This is an optimization exercise on Yosys and OpenROAD, whose aim is small area, a short achievable clock period and few clock cycles per item, not a production implementation. Where RTL was checked, it was by simulation tests only, not by an equivalence proof against the original. The RTL of run 2 was laid out without a check of its function.

File: design/flow/config.mk
export PLATFORM = sky130hd
export DESIGN_NAME = RC6encryption
export DESIGN_NICKNAME = RC6encryption
export VERILOG_FILES = /design/flow/design.v
export SDC_FILE = /design/flow/constraint.sdc
export NUM_CORES = 4
export LEC_CHECK = 0
export CAP_MARGIN = 20
export CORE_MARGIN = 2
export CORE_UTILIZATION = 40
export SLEW_MARGIN = 20
File: design/flow/constraint.sdc
create_clock -name core_clock -period 20.0 [get_ports {inClk}]
set_input_delay 4.0000 -clock core_clock [delete_from_list [all_inputs] [get_ports {inClk}]]
set_output_delay 4.0000 -clock core_clock [all_outputs]
set_load 0.01 [all_outputs]
File: design/flow/design.v
module RC6dynamicRotFun(
    input   wire    [4:0]   inRotValue,
    input   wire    [31:0]  inData,
    output  reg     [31:0]  outData
    );
    always @(*) begin
        case (inRotValue)
            5'd0:  outData = inData;
            5'd1:  outData = {inData[30:0], inData[31]};
            5'd2:  outData = {inData[29:0], inData[31:30]};
            5'd3:  outData = {inData[28:0], inData[31:29]};
            5'd4:  outData = {inData[27:0], inData[31:28]};
            5'd5:  outData = {inData[26:0], inData[31:27]};
            5'd6:  outData = {inData[25:0], inData[31:26]};
            5'd7:  outData = {inData[24:0], inData[31:25]};
            5'd8:  outData = {inData[23:0], inData[31:24]};
            5'd9:  outData = {inData[22:0], inData[31:23]};
            5'd10: outData = {inData[21:0], inData[31:22]};
            5'd11: outData = {inData[20:0], inData[31:21]};
            5'd12: outData = {inData[19:0], inData[31:20]};
            5'd13: outData = {inData[18:0], inData[31:19]};
            5'd14: outData = {inData[17:0], inData[31:18]};
            5'd15: outData = {inData[16:0], inData[31:17]};
            5'd16: outData = {inData[15:0], inData[31:16]};
            5'd17: outData = {inData[14:0], inData[31:15]};
            5'd18: outData = {inData[13:0], inData[31:14]};
            5'd19: outData = {inData[12:0], inData[31:13]};
            5'd20: outData = {inData[11:0], inData[31:12]};
            5'd21: outData = {inData[10:0], inData[31:11]};
            5'd22: outData = {inData[9:0],  inData[31:10]};
            5'd23: outData = {inData[8:0],  inData[31:9]};
            5'd24: outData = {inData[7:0],  inData[31:8]};
            5'd25: outData = {inData[6:0],  inData[31:7]};
            5'd26: outData = {inData[5:0],  inData[31:6]};
            5'd27: outData = {inData[4:0],  inData[31:5]};
            5'd28: outData = {inData[3:0],  inData[31:4]};
            5'd29: outData = {inData[2:0],  inData[31:3]};
            5'd30: outData = {inData[1:0],  inData[31:2]};
            5'd31: outData = {inData[0],    inData[31:1]};
        endcase
    end
endmodule
module RC6keyExpansion(
    input   wire    [31:0]  inLregValue,
    input   wire    [31:0]  inSregValue,
    input   wire    [31:0]  inAdata,
    input   wire    [31:0]  inBdata,
    output  wire    [31:0]  outAdata,
    output  wire    [31:0]  outBdata
    );
wire    [4:0]   RotationValue;
wire    [31:0]  temp1;
wire    [31:0]  temp2;
assign temp1 = inSregValue + inAdata + inBdata;
assign outAdata = {temp1[28:0], temp1[31:29]};
assign RotationValue = outAdata + inBdata;
assign temp2 = inLregValue + outAdata + inBdata;
RC6dynamicRotFun _RC6dynamicRotFun1(.inRotValue(RotationValue), .inData(temp2), .outData(outBdata));
endmodule
module RC6keyReg(
	input		wire			 	inClk,
	input		wire			 	inReset,
	input 	wire			 	inExtWr,
	input 	wire			 	inIntWr,
	input		wire				inKeyRd,
	input		wire				inStart,	 
	input 	wire 	[255:0] 	inExtKey,
	input		wire	[31:0]	inSvalue,
	input		wire	[31:0]	inLvalue,
	output	wire	[31:0]	outKey0,
	output	wire	[31:0]	outKey1,
	output	wire	[31:0]	outKey2,
	output	wire	[31:0]	outKey3,
	output	wire	[63:0]	outSubKeys,
	output 	wire 	[31:0] 	outLregValue,
	output	wire	[31:0]	outSregValue,
	output	wire	[31:0]	outAdata,
	output	wire	[31:0]	outBdata
	);
reg 	[255:0] 	regLarray;	 
reg	[1407:0]	regSarray;	 
reg	[31:0]	regAdata;	 
reg	[31:0]	regBdata;	 
always @(posedge(inClk)) begin	 
	if(inReset == 1'b1 || inStart == 1'b1) begin
		regSarray <= 1408'h4B32C376ACFB49BD0EC3D004708C564BD254DC92341D62D995E5E920F7AE6F675976F5AEBB3F7BF51D08023C7ED08883E0990ECA42619511A42A1B5805F2A19F67BB27E6C983AE2D2B4C34748D14BABBEEDD410250A5C749B26E4D901436D3D775FF5A1ED7C7E065399066AC9B58ECF3FD21733A5EE9F981C0B27FC8227B060F84438C56E60C129D47D498E4A99D1F2B0B65A5726D2E2BB9CEF6B20030BF38479287BE8EF45044D55618CB1CB7E15163;
		regLarray <= 256'b0;
		regAdata <= 32'b0;
		regBdata <= 32'b0;	
	end
	if(inExtWr == 1'b1) begin  
				regLarray[7:0]     <= inExtKey[255:248];
            regLarray[15:8]    <= inExtKey[247:240];
            regLarray[23:16]   <= inExtKey[239:232];
            regLarray[31:24]   <= inExtKey[231:224];
            regLarray[39:32]   <= inExtKey[223:216];
            regLarray[47:40]   <= inExtKey[215:208];
            regLarray[55:48]   <= inExtKey[207:200];
            regLarray[63:56]   <= inExtKey[199:192];
            regLarray[71:64]   <= inExtKey[191:184];
            regLarray[79:72]   <= inExtKey[183:176];
            regLarray[87:80]   <= inExtKey[175:168];
            regLarray[95:88]   <= inExtKey[167:160];
            regLarray[103:96]  <= inExtKey[159:152];
            regLarray[111:104] <= inExtKey[151:144];
            regLarray[119:112] <= inExtKey[143:136];
            regLarray[127:120] <= inExtKey[135:128];
            regLarray[135:128] <= inExtKey[127:120];
            regLarray[143:136] <= inExtKey[119:112];
            regLarray[151:144] <= inExtKey[111:104];
            regLarray[159:152] <= inExtKey[103:96];
            regLarray[167:160] <= inExtKey[95:88];
            regLarray[175:168] <= inExtKey[87:80];
            regLarray[183:176] <= inExtKey[79:72];
            regLarray[191:184] <= inExtKey[71:64];
            regLarray[199:192] <= inExtKey[63:56];
            regLarray[207:200] <= inExtKey[55:48];
            regLarray[215:208] <= inExtKey[47:40];
            regLarray[223:216] <= inExtKey[39:32];
            regLarray[231:224] <= inExtKey[31:24];
            regLarray[239:232] <= inExtKey[23:16];
            regLarray[247:240] <= inExtKey[15:8];
            regLarray[255:248] <= inExtKey[7:0];
	end
	if(inIntWr == 1'b1) begin
		regSarray <= {inSvalue, regSarray[1407:32]};	 
		regLarray <= {inLvalue,regLarray[255:32]};  
		regAdata <= inSvalue;
		regBdata <= inLvalue;
	end
	if(inKeyRd == 1'b1) begin  
		regSarray <= {64'b0, regSarray[1407:64]};
	end
end
assign outKey0 = regSarray[31:0];		
assign outKey1 = regSarray[63:32];
assign outKey2 = regSarray[159:128];
assign outKey3 = regSarray[191:160];
assign outSubKeys = regSarray[127:64];
assign outLregValue = regLarray[31:0];
assign outSregValue = regSarray[31:0];
assign outAdata = regAdata;
assign outBdata = regBdata;
endmodule
module RC6control(
	input 	wire 			inClk,
	input 	wire 			inReset,
	input 	wire 			inKeyWr,
	input		wire 			inDataWr,
	output	wire			outKeyExtWr,
	output	wire			outKeyIntWr,
	output	wire			outDataExtWr,
	output	wire			outDataIntWr,
	output	wire			outMode1,
	output	wire			outMode2,
	output	wire			outBusy,
	output	wire			outStart
	);
reg	[8:0]	regCounter;
always @(posedge(inClk)) begin
	if (inReset == 1'b1 || regCounter == 8'd152) begin
		regCounter <= 9'b0;
	end else
	if ((inKeyWr == 1'b1 && inDataWr == 1'b1) || regCounter != 9'b0) begin
		regCounter <= regCounter + 9'd1;
	end
end
assign outKeyExtWr 		= (regCounter == 9'b0) ? inKeyWr : 1'b0;
assign outKeyIntWr 		= (regCounter == 9'b0 || regCounter > 9'd132) ? 1'b0 : 1'b1;
assign outDataIntWr 		= (regCounter > 9'd132) ? 1'b1 : 1'b0;
assign outDataExtWr 		= (regCounter == 9'b0) ? inDataWr : 1'b0;
assign outMode1	 		= (regCounter == 9'd133) ? 1'b1 : 1'b0;
assign outMode2	 		= (regCounter == 9'd152) ? 1'b1 : 1'b0;
assign outBusy  			= (regCounter == 9'b0) ? 1'b0 : 1'b1;
assign outStart			= (regCounter == 9'b0 && inKeyWr == 1'b1 && inDataWr == 1'b1 && inReset == 1'b0) ? 1'b1 : 1'b0;
endmodule
module RC6dataReg(
	input		wire				inClk,
	input		wire				inReset,
	input		wire				inExtWr,
	input		wire				inIntWr,
	input		wire	[127:0]	inExtData,
	input		wire	[127:0]	inIntData,
	output	wire	[127:0]	outData
	);
reg	[127:0]	regData;
always @(posedge(inClk)) begin
	if(inReset == 1'b1) begin
		regData <= 128'b0;
	end
	if(inExtWr == 1'b1) begin
		regData <= inExtData;
	end
	if(inIntWr == 1'b1) begin
		regData <= inIntData;
	end
end
assign outData = regData;
endmodule
module RC6round(
    input  wire           inMode1,	 
    input  wire           inMode2,	 
    input  wire  [31:0]   inKey0,	 
    input  wire  [31:0]   inKey1,	 
    input  wire  [31:0]   inKey2,	 
    input  wire  [31:0]   inKey3,	 
    input  wire  [127:0]  inData,	 
    input  wire  [63:0]   inSubKeys, 
    output wire  [127:0]  outData	 
    );
wire [31:0] Adata;	 
wire [31:0] Bdata;
wire [31:0] Cdata;
wire [31:0] Ddata;
wire [31:0] B_final;
wire [31:0] D_final;
wire [31:0] tVariable;
wire [31:0] uVariable;
wire [4:0] t_shift;
wire [4:0] u_shift;
wire [63:0] temp0_full;
wire [63:0] temp1_full;
wire [31:0] temp0;
wire [31:0] temp1;
wire [31:0] temp3;
wire [31:0] temp4;
wire [31:0] temp5;
wire [31:0] temp6;
assign Bdata = (inMode1) ? (inData[95:64] + inKey0) : inData[95:64];
assign Ddata = (inMode1) ? (inData[31:0] + inKey1)  : inData[31:0];
assign temp0_full = Bdata * ({Bdata[30:0], 1'b0} + 1);  
assign temp0 = temp0_full[31:0];  
assign tVariable = {temp0[26:0],temp0[31:27]};
assign temp1_full = Ddata * ({Ddata[30:0], 1'b0} + 1);  
assign temp1 = temp1_full[31:0];  
assign uVariable = {temp1[26:0],temp1[31:27]};
assign t_shift = tVariable[4:0];
assign u_shift = uVariable[4:0];
assign temp3 = inData[127:96] ^ tVariable;
RC6dynamicRotFun _RC6dynamicRotFun2(.inRotValue(u_shift), .inData(temp3), .outData(temp4));
assign temp5 = inData[63:32] ^ uVariable;
RC6dynamicRotFun _RC6dynamicRotFun3(.inRotValue(t_shift), .inData(temp5), .outData(temp6));
assign Adata = (temp4 + inSubKeys[31:0]);
assign Cdata = (temp6 + inSubKeys[63:32]);
assign B_final = (Bdata + inKey2);
assign D_final = (Ddata + inKey3);
assign outData = (inMode2 == 1'b1) ? {B_final, Cdata, D_final, Adata} : {Bdata, Cdata, Ddata, Adata};
endmodule
module RC6dataOutReg(
	input		wire				inClk,
	input		wire				inRd,
	input		wire				inReset,
	input		wire	[127:0]	inData,
	output	wire	[127:0]	outData
	);
reg	[127:0]	regData;
always @(posedge(inClk)) begin	 
	if(inReset == 1'b1) begin
		regData <= 128'b0;
	end
	if(inRd == 1'b1) begin			 
		regData[127:120] <= inData[103:96]; 	 
		regData[119:112] <= inData[111:104]; 	 
		regData[111:104] <= inData[119:112]; 	 
		regData[103:96]  <= inData[127:120]; 	 
		regData[95:88]   <= inData[71:64]; 		 
		regData[87:80]   <= inData[79:72]; 		 
		regData[79:72]   <= inData[87:80]; 		 
		regData[71:64]   <= inData[95:88]; 		 
		regData[63:56]   <= inData[39:32]; 		 
		regData[55:48]   <= inData[47:40]; 		 
		regData[47:40]   <= inData[55:48]; 		 
		regData[39:32]   <= inData[63:56]; 		 
		regData[31:24]   <= inData[7:0]; 		 
		regData[23:16]   <= inData[15:8]; 		 
		regData[15:8]    <= inData[23:16]; 		 
		regData[7:0]     <= inData[31:24]; 		 
	end
end
assign outData = regData;			 
endmodule
module RC6encryption(
	input		wire			  	inClk,
	input		wire				inReset,
	input		wire				inKeyWr,
	input		wire				inDataWr,
	input 	wire 	[127:0] 	inData,
	input		wire	[255:0] 	inKey,
	output 	wire 	[127:0] 	outData,
	output	wire				outBusy
	);
wire	wireOutControl_outKeyExtWr;
wire	wireOutControl_outKeyIntWr;
wire	wireOutControl_outDataExtWr;
wire	wireOutControl_outDataIntWr;
wire	wireOutControl_outMode1;
wire	wireOutControl_outMode2;
wire	wireOutControl_outStart;
wire	[63:0]	wireOutKeyReg_outSubKeys;
wire	[31:0]	wireOutKeyReg_outKey0;
wire	[31:0]	wireOutKeyReg_outKey1;
wire	[31:0]	wireOutKeyReg_outKey2;
wire	[31:0]	wireOutKeyReg_outKey3;
wire	[31:0]	wireOutKeyReg_outLvalue;
wire	[31:0]	wireOutKeyReg_outSvalue;
wire	[31:0]	wireOutKeyReg_outAdata;
wire	[31:0]	wireOutKeyReg_outBdata;
wire	[31:0]	wireOutKeyExpansion_outSvalue;
wire	[31:0]	wireOutKeyExpansion_outLvalue;
wire	[127:0]	wireOutRC6round_outData;
wire	[127:0]	wireOutDataReg_outData;
RC6keyReg _RC6keyReg(
	.inClk(inClk),
	.inReset(inReset),
	.inExtWr(wireOutControl_outKeyExtWr),
	.inIntWr(wireOutControl_outKeyIntWr),
	.inKeyRd(wireOutControl_outDataIntWr),
	.inStart(wireOutControl_outStart),
	.inExtKey(inKey),
	.inSvalue(wireOutKeyExpansion_outSvalue),
	.inLvalue(wireOutKeyExpansion_outLvalue),
	.outKey0(wireOutKeyReg_outKey0),
	.outKey1(wireOutKeyReg_outKey1),
	.outKey2(wireOutKeyReg_outKey2),
	.outKey3(wireOutKeyReg_outKey3),
	.outSubKeys(wireOutKeyReg_outSubKeys),
	.outLregValue(wireOutKeyReg_outLvalue),
	.outSregValue(wireOutKeyReg_outSvalue),
	.outAdata(wireOutKeyReg_outAdata),
	.outBdata(wireOutKeyReg_outBdata)
	);
RC6keyExpansion _RC6keyExpansion(
	.inLregValue(wireOutKeyReg_outLvalue),
	.inSregValue(wireOutKeyReg_outSvalue),
	.inAdata(wireOutKeyReg_outAdata),
	.inBdata(wireOutKeyReg_outBdata),
	.outAdata(wireOutKeyExpansion_outSvalue),
	.outBdata(wireOutKeyExpansion_outLvalue)
	);
RC6control _RC6control(
	.inClk(inClk),
	.inReset(inReset),
	.inKeyWr(inKeyWr),
	.inDataWr(inDataWr),
	.outKeyExtWr(wireOutControl_outKeyExtWr),
	.outKeyIntWr(wireOutControl_outKeyIntWr),
	.outDataExtWr(wireOutControl_outDataExtWr),
	.outDataIntWr(wireOutControl_outDataIntWr),
	.outMode1(wireOutControl_outMode1),
	.outMode2(wireOutControl_outMode2),
	.outBusy(outBusy),
	.outStart(wireOutControl_outStart)
	);
RC6dataReg _RC6dataReg(
	.inClk(inClk),
	.inReset(inReset),
	.inExtWr(wireOutControl_outDataExtWr),
	.inIntWr(wireOutControl_outDataIntWr),
	.inExtData(inData),
	.inIntData(wireOutRC6round_outData),
	.outData(wireOutDataReg_outData)
	);
RC6round _RC6round(	
	.inMode1(wireOutControl_outMode1),
	.inMode2(wireOutControl_outMode2),
	.inKey0(wireOutKeyReg_outKey0),
	.inKey1(wireOutKeyReg_outKey1),
	.inKey2(wireOutKeyReg_outKey2),
	.inKey3(wireOutKeyReg_outKey3),
	.inData(wireOutDataReg_outData),
	.inSubKeys(wireOutKeyReg_outSubKeys),
	.outData(wireOutRC6round_outData)
	);
RC6dataOutReg _RC6dataOutReg(
	.inClk(inClk),
	.inRd(wireOutControl_outMode2),
	.inReset(inReset),
	.inData(wireOutRC6round_outData),
	.outData(outData)
	);
endmodule
File: design/flow/run.sh
#!/bin/bash
# synth_recipe.tcl (not shown) runs the flow's synth.tcl, then flattens the netlist and writes it again
# the make line also repeats each setting of config.mk as NAME=value (left out here)
make -C /OpenROAD-flow-scripts/flow DESIGN_CONFIG=/design/flow/config.mk WORK_HOME=/design/flow/orfs CLKGATE_MAP_FILE= SYNTH_SCRIPT=/design/flow/synth_recipe.tcl finish
==> impl_results.md, run 1 <==
* Critical path's most frequent cell: fa_1
* Global route overflow at 0
* WS Path Type: reg -> reg
* Crit-path max FO at 39
* Slew Limit Fails at 0
* Die Ht at 601 um
* Final hold viol count at 0
* EDFF count, synth at 1920
* Die footprint at 0.361 mm^2
* MaxCap Viol Count at 0
* Required time of the critical path at 20.60 ns
* CTS root buffer: clkbuf_16
* WHS Endpoint: _RC6keyReg.regSarray[927]
* Finished Cell Area at 0.162 mm^2
* Min-delay src: _RC6keyReg.regSarray[991]
* R2R depth at 56
* Post-synthesis cell area at 0.142 mm^2
* Site Rows at ~220
* PostCTS Resize Cnt at 0
* R2R setup slack at 1.58 ns
* Largest net degree at the start of global routing at about 220
* Initial Util at 0.401
* Reg-to-reg critical path startpoint: _RC6keyReg.regSarray[0]
* Post-synthesis register bit count at 1993
* WHS at 0.451 ns
* Buffers on Ports at 516
* Fraction of registers with async set/reset at 0
* Vias per cell at 6.16
* Syn Area/Cell at 9.33 um^2
* RR Endpoint: _RC6dataReg.regData[30]
* Later-pin clock latency in the skew report at 0.98 ns
* Initial antenna violation count at 55
* Delay-heaviest family, CP: compound AO/OA/AOI/OAI gates
* Yosys top cell area share at 0.405
* Die Wd at 601 um
* Buffers & Inverters on Critical Path at 6
* Min-Delay Path Class: reg -> reg
* CTS tree: done
* CP peak stage delay at 0.74 ns
* Warnings, synthesis at 5
* Status: no timing/DRC/antenna violations
* Register area share after synthesis at 0.415
* Placed inst area at 0.154 mm^2
* FMAX at 0.0543 GHz
* Slew margin rel. at 0.109
* Antenna-violating nets left at 0
* Wire per inst at roughly 30 um
* RSZ-0062 raised after global routing: no
* # nets final at 17100
* Worst slew pin tran at 1.32 ns
* Crit path depth at 56
* Cts hold-fix bufs at 0
* Fin crit period at 18.42 ns
* Worst-path clk slew at 0.06 ns
* Drt pass-1 iters at 13
* WL final at around 610 mm
* Post CTS Setup Buffer Count at 0
* Synth unique cells at 93
* Period utilization at 0.921
* Clk_skew at 0.130 ns
* Area grow syn2layout at 13.4%
* Layout cell share with drive strength beyond 1 at 0.0694
* Overall global routing resource usage at 0.328
* Vias in the first global route at ~120k
* Mapped Cells at 15300
* Final setup fails at 0
* Via count at ~130k
* Placer congestion estimate at slightly above 1
* Ranking of synthesized cells by area: edfxtp_1 40%, fa_1 11%, nand2_1 8.9%, ha_1 4.5%, o21ai_0 3.7%
* DRT iter0 DRCs at ~18000
* First-pass GRT wire length at 876 mm
* CP Capture Type: register
* Num CTS Buffers at 224
* Post-synth top area cell: edfxtp_1
* CP Launch Type: register
* Net Count, Synth at roughly 17000
* Synth Flop Type: edfxtp_1
* Slowest cell on crit path: a21oi_1
* Clk sinks at 1993
* Dpl hpwl at 425 mm
* CTS max path bufs at 4
* Drc violations at 0
* Filler Cell Count at about 34000
* Io pins at 517
* Hold depth at 2
* Core ar. at roughly 0.36 mm^2
* Worst EP arrival at between 15 and 20 ns
* CTS H-tree lvls at 4
==> cells in the final DEF, fill, tap and decap left out, types with 150 or more instances in the layout <==
cell	instances
a21oi_1	412
a221oi_1	150
a22o_1	251
buf_4	523
clkbuf_16	224
clkdlybuf4s50_1	516
edfxtp_1	1920
fa_1	809
ha_1	515
inv_1	980
nand2_1	3374
nand3_1	801
nor2_1	781
o21ai_0	1056
o22ai_1	684
xnor2_1	247
==> synthesized netlist by cell type (all sizes together) (64+ instances only) <==
library cell and instances:
a211oi 64, a21o 143, a21oi 415, a221oi 151
a22o 251, a22oi 136, buf 94, clkbuf 1053
dfxtp 73, edfxtp 1920, fa 809, ha 515
inv 983, nand2 3384, nand3 806, nand4 64
nor2 794, nor3 165, nor4 118, o21ai 1077
o221ai 126, o22ai 685, xnor2 303, xor2 159
==> flip-flops by register name, summed over array words and instances, names as in the netlist <==
signal / cells
_RC6keyReg.regAdata: 32
_RC6dataOutReg.regData: 128
_RC6control.regCounter: 9
_RC6keyReg.regLarray: 256
_RC6keyReg.regBdata: 32
_RC6dataReg.regData: 128
_RC6keyReg.regSarray: 1408
==> worst max path at each step <==
stage	from	to	slack [ns]
after floorplan	inKeyWr	_RC6keyReg.regSarray[0]	-5.64
after global placement	_RC6keyReg.regSarray[0]	_RC6dataReg.regData[92]	2.27
after detailed placement	_RC6keyReg.regSarray[0]	_RC6dataReg.regData[92]	1.99
after CTS	_RC6keyReg.regSarray[0]	_RC6dataReg.regData[92]	1.83
after global routing	_RC6keyReg.regSarray[0]	_RC6dataReg.regData[92]	0.55
final	_RC6keyReg.regSarray[0]	_RC6dataReg.regData[30]	1.58
==> cells by family (layout without fill, tap and decap cells) <==
family / after synthesis / count (layout) / synth area share
fa+ha+maj: 1324 / 1324 / 0.159
simple gates: 5626 / 5626 / 0.167
compound gates: 3629 / 3629 / 0.168
mux: 73 / 73 / 0.00523
other cells: 0 / 25 / 0
buf+inv: 2144 / 2459 / 0.0573
flops: 1993 / 1993 / 0.415
xor+xnor: 466 / 466 / 0.0290
==> per-stage QoR <==
stage / worst slack, ns / utilization / setup TNS [ns] / instances
after floorplan: -5.64 / - / -7582.58 / 15300
after global placement: 2.27 / 0.434 / 0 / 19900
after detailed placement: 1.99 / 0.434 / 0 / 19900
after CTS: 1.83 / 0.455 / 0 / 20300
after global routing: 0.553 / 0.455 / 0 / 20300
final: 1.58 / 0.455 / 0 / 20300
==> worst reg2reg max path, delay by kind of cell (launching register included) <==
kind	cells	cell delay [ns]
AO/OA/AOI/OAI	29	7.83
adder cells (fa/ha/maj)	12	5.19
AND/OR/NAND/NOR	6	2.14
buffers and inverters	6	1.51
XOR/XNOR	3	1.01
flip-flops	1	0.42
==> cell type report <==
class | count | area [um^2] | share of cell area
Sequential cell | 1993 | 59100 | 0.366
Antenna cell | 25 | 62.6 | 0.000387
Inverter | 997 | 3750 | 0.0232
Multi-Input combinational cell | 11100 | 76300 | 0.472
Tap cell | 4751 | 5940 | 0.0368
Clock inverter | 125 | 1180 | 0.00731
Clock buffer | 289 | 5940 | 0.0368
Timing Repair Buffer | 1048 | 9270 | 0.0574
==> metal layers <==
layer | vias to the layer above | part of all wire | GRT usage
met4 | 30 | 0.078 | 0.206
met5 | - | 0.00059 | 0.00225
li1 | 54600 | - | -
met3 | 2044 | 0.10 | 0.0811
met1 | 61500 | 0.39 | 0.431
met2 | 7306 | 0.43 | 0.483
Testbench counts, summed over its fixed seeds: cycles 48,960, items 320.
==> run 2: changes to the inputs <==
==> design/flow/design.v (replaced) <==
module RC6round(
    input  wire [31:0] inData,
    output wire [31:0] outData
    );
wire [31:0] rows [0:15];
wire [31:0] diag;
genvar i, k;
generate
    for (k = 0; k < 32; k = k + 1) begin : g_diag
        if (k % 2 == 1) begin : g_odd
            assign diag[k] = inData[(k - 1) / 2];
        end else begin : g_even
            assign diag[k] = 1'b0;
        end
    end
    for (i = 0; i < 15; i = i + 1) begin : g_rows
        for (k = 0; k < 32; k = k + 1) begin : g_bits
            if (k >= 2 * i + 3) begin : g_pp
                assign rows[i][k] = inData[i] & inData[k - i - 2];
            end else begin : g_zero
                assign rows[i][k] = 1'b0;
            end
        end
    end
endgenerate
assign rows[15] = 32'd0;
wire [31:0] sum = inData + diag + rows[0] + rows[1] + rows[2] + rows[3] + rows[4] + rows[5] + rows[6]
                + rows[7] + rows[8] + rows[9] + rows[10] + rows[11] + rows[12] + rows[13] + rows[14];
assign outData = {sum[26:0], sum[31:27]};
endmodule
module RC6encryption(
	input		wire			  	inClk,
	input		wire				inReset,
	input		wire				inKeyWr,
	input		wire				inDataWr,
	input 	wire 	[127:0] 	inData,
	input		wire	[255:0] 	inKey,
	output 	wire 	[127:0] 	outData,
	output	wire				outBusy
	);
localparam [31:0] P32 = 32'hB7E15163;
localparam [31:0] Q32 = 32'h9E3779B9;
function [31:0] bswap(input [31:0] x);
	bswap = {x[7:0], x[15:8], x[23:16], x[31:24]};
endfunction
function [31:0] rotl(input [31:0] x, input [4:0] n);
	reg [31:0] y;
	begin
		y = n[0] ? {x[30:0], x[31]}    : x;
		y = n[1] ? {y[29:0], y[31:30]} : y;
		y = n[2] ? {y[27:0], y[31:28]} : y;
		y = n[3] ? {y[23:0], y[31:24]} : y;
		y = n[4] ? {y[15:0], y[31:16]} : y;
		rotl = y;
	end
endfunction
reg			busy;
reg	[7:0]	cnt;
always @(posedge inClk) begin
	if (inReset)
		busy <= 1'b0;
	else if (!busy)
		busy <= inKeyWr & inDataWr;
	else if (cnt == 8'd132)
		busy <= 1'b0;
	cnt <= (busy && !inReset) ? cnt + 8'd1 : 8'd0;
end
wire	start	= inKeyWr & inDataWr & ~busy & ~inReset;
wire	first	= (cnt == 8'd0);
wire	pass1	= (cnt < 8'd44);
wire	stepX	= (cnt >= 8'd91) && (cnt <= 8'd129) && cnt[0];
wire	stepY	= (cnt >= 8'd90) && !cnt[0];
wire	pre		= (cnt == 8'd90);
assign outBusy = busy;
reg	[31:0]	sr [0:43];	 
reg	[31:0]	lr [0:7];	 
reg	[31:0]	pc;			 
wire	[31:0]	Ap = sr[43];
wire	[31:0]	Bp = first ? 32'd0 : lr[7];
wire	[31:0]	Sin = pass1 ? pc : sr[0];
wire	[31:0]	s1 = Sin + Ap + Bp;
wire	[31:0]	An = {s1[28:0], s1[31:29]};
wire	[31:0]	s2 = lr[0] + An + Bp;
wire	[4:0]		rk = An[4:0] + Bp[4:0];
wire	[31:0]	Bn = rotl(s2, rk);
integer n;
always @(posedge inClk) begin
	for (n = 0; n < 43; n = n + 1)
		sr[n] <= sr[n + 1];
	sr[43] <= busy ? An : 32'd0;
	for (n = 0; n < 7; n = n + 1)
		lr[n] <= busy ? lr[n + 1] : bswap(inKey[255 - 32 * n -: 32]);
	lr[7] <= busy ? Bn : bswap(inKey[31:0]);
	pc <= busy ? pc + Q32 : P32;
end
reg	[31:0]	d0, d1, d2, d3;	 
reg	[31:0]	T, U;
wire	[31:0]	ft, fu;
RC6round _fB(.inData(d1), .outData(ft));
RC6round _fD(.inData(d3), .outData(fu));
wire	[31:0]	K0 = pre ? sr[43] : sr[42];
wire	[31:0]	K2 = pre ? sr[42] : sr[43];
wire	[31:0]	a0 = rotl(d0 ^ T, U[4:0]) + K0;
wire	[31:0]	a2 = rotl(d2 ^ U, T[4:0]) + K2;
always @(posedge inClk) begin
	T <= stepX ? ft : 32'd0;
	U <= stepX ? fu : 32'd0;
	if (start) begin
		d0 <= inData[31:0];
		d1 <= inData[127:96];
		d2 <= inData[95:64];
		d3 <= inData[63:32];
	end else if (stepY) begin
		d0 <= d1;
		d1 <= a2;
		d2 <= d3;
		d3 <= a0;
	end
end
assign outData = {bswap(d3), bswap(d0), bswap(d1), bswap(d2)};
endmodule
==> impl_results.md, run 2 <==
* Drc violations at 0 (unchanged)
* WS Path Type: reg -> reg (unchanged)
* Die Wd at 442 um (was 601 um)
* Post CTS Setup Buffer Count at 0 (unchanged)
* Slowest cell on crit path: o41ai_1 (was a21oi_1)
* Post-synthesis cell area at 0.0767 mm^2 (was 0.142 mm^2)
* Final setup fails at 0 (unchanged)
* Finished Cell Area at 0.0911 mm^2 (was 0.162 mm^2)
* Most common cell in the netlist: dfxtp_1 (was nand2_1)
* Post-synth top area cell: dfxtp_1 (was edfxtp_1)
* Vias per cell at 4.90 (was 6.16)
* CTS root buffer: clkbuf_16 (unchanged)
* Post-synthesis register bit count at 1897 (was 1993)
* Synth Flop Type: dfxtp_1 (was edfxtp_1)
* Global route overflow at 0 (unchanged)
* Synth unique cells at 85 (was 93)
* Mapped Cells at 6729 (was 15300)
* Slew margin rel. at 0.280 (was 0.109)
* Initial Util at 0.403 (was 0.401)
* Largest registers: sr x1408, lr x256 (was _RC6keyReg.regSarray x1408, _RC6keyReg.regLarray x256)
* RR Endpoint: lr[7][28] (was _RC6dataReg.regData[30])
* Synth top cells by count: 1769 x dfxtp_1, 690 x nand2_1, 640 x inv_1 (was 3378 x nand2_1, 1920 x edfxtp_1, 1063 x o21ai_0)
* Cts hold-fix bufs at 0 (unchanged)
* Commonest non-fill, non-tap cell in the layout: dfxtp_1 (was nand2_1)
* First-pass GRT wire length at 306 mm (was 876 mm)
* Overall global routing resource usage at 0.207 (was 0.328)
* Most frequent cells in the layout: 1768 x dfxtp_1, 689 x nand2_1, 639 x inv_1, 516 x clkdlybuf4s50_1, 442 x fa_1 (was 3374 x nand2_1, 1920 x edfxtp_1, 1056 x o21ai_0, 980 x inv_1, 809 x fa_1)
* Dpl hpwl at 153 mm (was 425 mm)
* PostCTS Resize Cnt at 0 (unchanged)
* Warnings, synthesis at 4 (was 5)
* CP Capture Type: register (unchanged)
* Min-delay src: sr[16][31] (was _RC6keyReg.regSarray[991])
* Clk_skew at 0.0612 ns (was 0.130 ns)
* Clk sinks at 1897 (was 1993)
* Crit-path max FO at 36 (was 39)
* Crit. Startpoint: cnt[2] (was _RC6keyReg.regSarray[0])
* Largest register FFs at 1408 (unchanged)
* Status: no timing/DRC/antenna violations (unchanged)
* Register area share after synthesis at 0.512 (was 0.415)
* CP Launch Type: register (unchanged)
* R2R depth at 36 (was 56)
* Worst-path clk slew at 0.06 ns (about the same)
* Via count at 48600 (was 125000)
* Ranking of synthesized cells by area: dfxtp_1 46%, fa_1 12%, ha_1 5.6%, edfxtp_1 5.0%, mux2_2 4.2% (was edfxtp_1 40%, fa_1 11%, nand2_1 8.9%, ha_1 4.5%, o21ai_0 3.7%)
* Worst slew pin tran at 1.08 ns (was 1.32 ns)
* # nets final at 8426 (was 17100)
* Die footprint at 0.195 mm^2 (was 0.361 mm^2)
* CP peak stage delay at 0.55 ns (was 0.74 ns)
* Min-Delay Path Class: reg -> reg (unchanged)
* Drt pass-1 iters at 7 (was 13)
* Io pins at 517 (unchanged)
* MaxCap Viol Count at 0 (unchanged)
* RSZ-0062 raised after global routing: no (unchanged)
* Antenna-violating nets left at 0 (unchanged)
* Placed inst area at 0.0846 mm^2 (was 0.154 mm^2)
* WHS at 0.281 ns (was 0.451 ns)
* Core ar. at 0.190 mm^2 (was 0.355 mm^2)
* R2R setup slack at 9.50 ns (was 1.58 ns)
* Fin crit period at 10.50 ns (was 18.42 ns)
* Fraction of registers with async set/reset at 0 (unchanged)
* Site Rows at 160 (was 219)
* Final Core Density at 0.479 (was 0.455)
* CTS max path bufs at 3 (was 4)
* Layout cell share with drive strength beyond 1 at 0.102 (was 0.0694)
* Wire per inst at 20.5 um (was 29.9 um)
* Vias in the first global route at 49200 (was 122000)
* Slew Limit Fails at 0 (unchanged)
* Die Ht at 442 um (was 601 um)
* Buffers on Ports at 516 (unchanged)
* FMAX at 0.0953 GHz (was 0.0543 GHz)
* Net Count, Synth at 7905 (was 17000)
* Placer congestion estimate at 0.928 (was 1.03)
* Hold depth at 0 (was 2)
* Initial antenna violation count at 11 (was 55)
* Area grow syn2layout at 18.8% (was 13.4%)
* Yosys top cell area share at 0.462 (was 0.405)
* Period utilization at 0.525 (was 0.921)
* Required time of the critical path at 20.68 ns (was 20.60 ns)
* WHS Endpoint: sr[15][31] (was _RC6keyReg.regSarray[927])
* Final hold viol count at 0 (unchanged)
* CTS H-tree lvls at 4 (unchanged)
* Reg-to-reg critical path startpoint: cnt[2] (was _RC6keyReg.regSarray[0])
* WL final at 204 mm (was 608 mm)
* Biggest register: sr (was _RC6keyReg.regSarray)
* Later-pin clock latency in the skew report at 0.83 ns (was 0.98 ns)
* Syn Area/Cell at 11.4 um^2 (was 9.33 um^2)
* Largest net degree at the start of global routing at 93 (was 216)
* CTS tree: done (unchanged)
* Worst EP arrival at 11.18 ns (was 19.03 ns)
* EDFF count, synth at 128 (was 1920)
* Final setup TNS at 0 ns (unchanged)
* Num CTS Buffers at 181 (was 224)
* DRT iter0 DRCs at 3278 (was 17600)
[run 2: cell count changes in the layout (fill, tap and decap cells not counted), sizes merged, moves of 249 or more]
| cell | delta |
|---|---|
| a22o | -249 |
| buf | -456 |
| dfxtp | +1696 |
| edfxtp | -1792 |
| fa | -367 |
| inv | -341 |
| mux2 | +273 |
| nand2 | -2694 |
| nand3 | -757 |
| nor2 | -455 |
| o21ai | -885 |
| o22ai | -676 |
[run 2: per-layer routing]
metal | global-route usage | routed length, um
met2 | 0.342 | 96300
met3 | 0.0324 | 10100
met1 | 0.273 | 89800
met4 | 0.0809 | 7740
met5 | 0 | 0
[run 2: worst max-delay path, delay by kind of cell, from the launching register on]
kind | cells | cell delay [ns]
flip-flops | 1 | 0.50
XOR/XNOR | 2 | 0.64
AND/OR/NAND/NOR | 7 | 1.12
multiplexers | 1 | 0.41
adder cells (fa/ha/maj) | 6 | 1.89
AO/OA/AOI/OAI | 16 | 4.68
buffers and inverters | 4 | 1.04
[run 2: worst max path at each step]
stage / end / slack, ns
final: lr[7][28] / 9.50
after global routing: lr[7][28] / 8.80
after CTS: lr[7][28] / 9.67
after detailed placement: lr[7][28] / 9.70
after global placement: lr[7][28] / 9.83
after floorplan: d0[0] / 9.33
[run 2: cell type report]
cell class | instances | area [um^2]
Antenna cell | 6 | 15.0
Clock buffer | 248 | 5080
Sequential cell | 1897 | 39300
Timing Repair Buffer | 592 | 5770
Inverter | 647 | 2430
Multi-Input combinational cell | 3931 | 34100
Clock inverter | 90 | 1330
Tap cell | 2511 | 3140
Fill cell | 17200 | 99300
[run 2: cell families (layout without fill, tap and decap cells)]
group | count (synthesis) | in the layout | synth area share
AND/OR/NAND/NOR | 1521 | 1521 | 0.0894
buffers and inverters | 901 | 1577 | 0.0443
other | 0 | 6 | 0
flip-flops | 1897 | 1897 | 0.512
AO/OA/AOI/OAI | 826 | 826 | 0.0685
adder cells (fa/ha/maj) | 788 | 788 | 0.172
multiplexers | 491 | 491 | 0.0791
XOR/XNOR | 305 | 305 | 0.0348
[run 2: stage by stage]
| stage | std cells | setup slack [ns] |
|---|---|---|
| final | 9922 | 9.50 |
| after global routing | 9921 | 8.80 |
| after CTS | 9914 | 9.67 |
| after detailed placement | 9576 | 9.70 |
| after global placement | 9575 | 9.83 |
| after floorplan | 6729 | 9.33 |

-- port drivers added, routing unchanged --
The flow's constraints put no driver on any port. The routed layouts listed below were extracted and timed again, unchanged, in two steps. Step 1 (the two cells are an assumption about what drives the block):
set clk [get_ports {inClk}]
set_driving_cell -lib_cell sky130_fd_sc_hd__clkbuf_16 $clk
set_driving_cell -lib_cell sky130_fd_sc_hd__buf_2 [delete_from_list [all_inputs] $clk]
Step 2 also shifts input and output timing later by t, the mid clock arrival at the registers, as if the neighbouring blocks saw the same clock. Three values: ideal ports, drivers, drivers and shift; two values: the first two.
run | t, ns | setup WS [ns] | worst slew at a driven data input, ns | pins driven straight from the clock port
run 1 | 1.018 | 1.578 / 1.578 / 1.578 | 0.22 | 1
run 2 | 0.891 | 9.504 / 9.504 / 9.504 | 0.13 | 1
After both steps setup and hold are still met in every run listed.
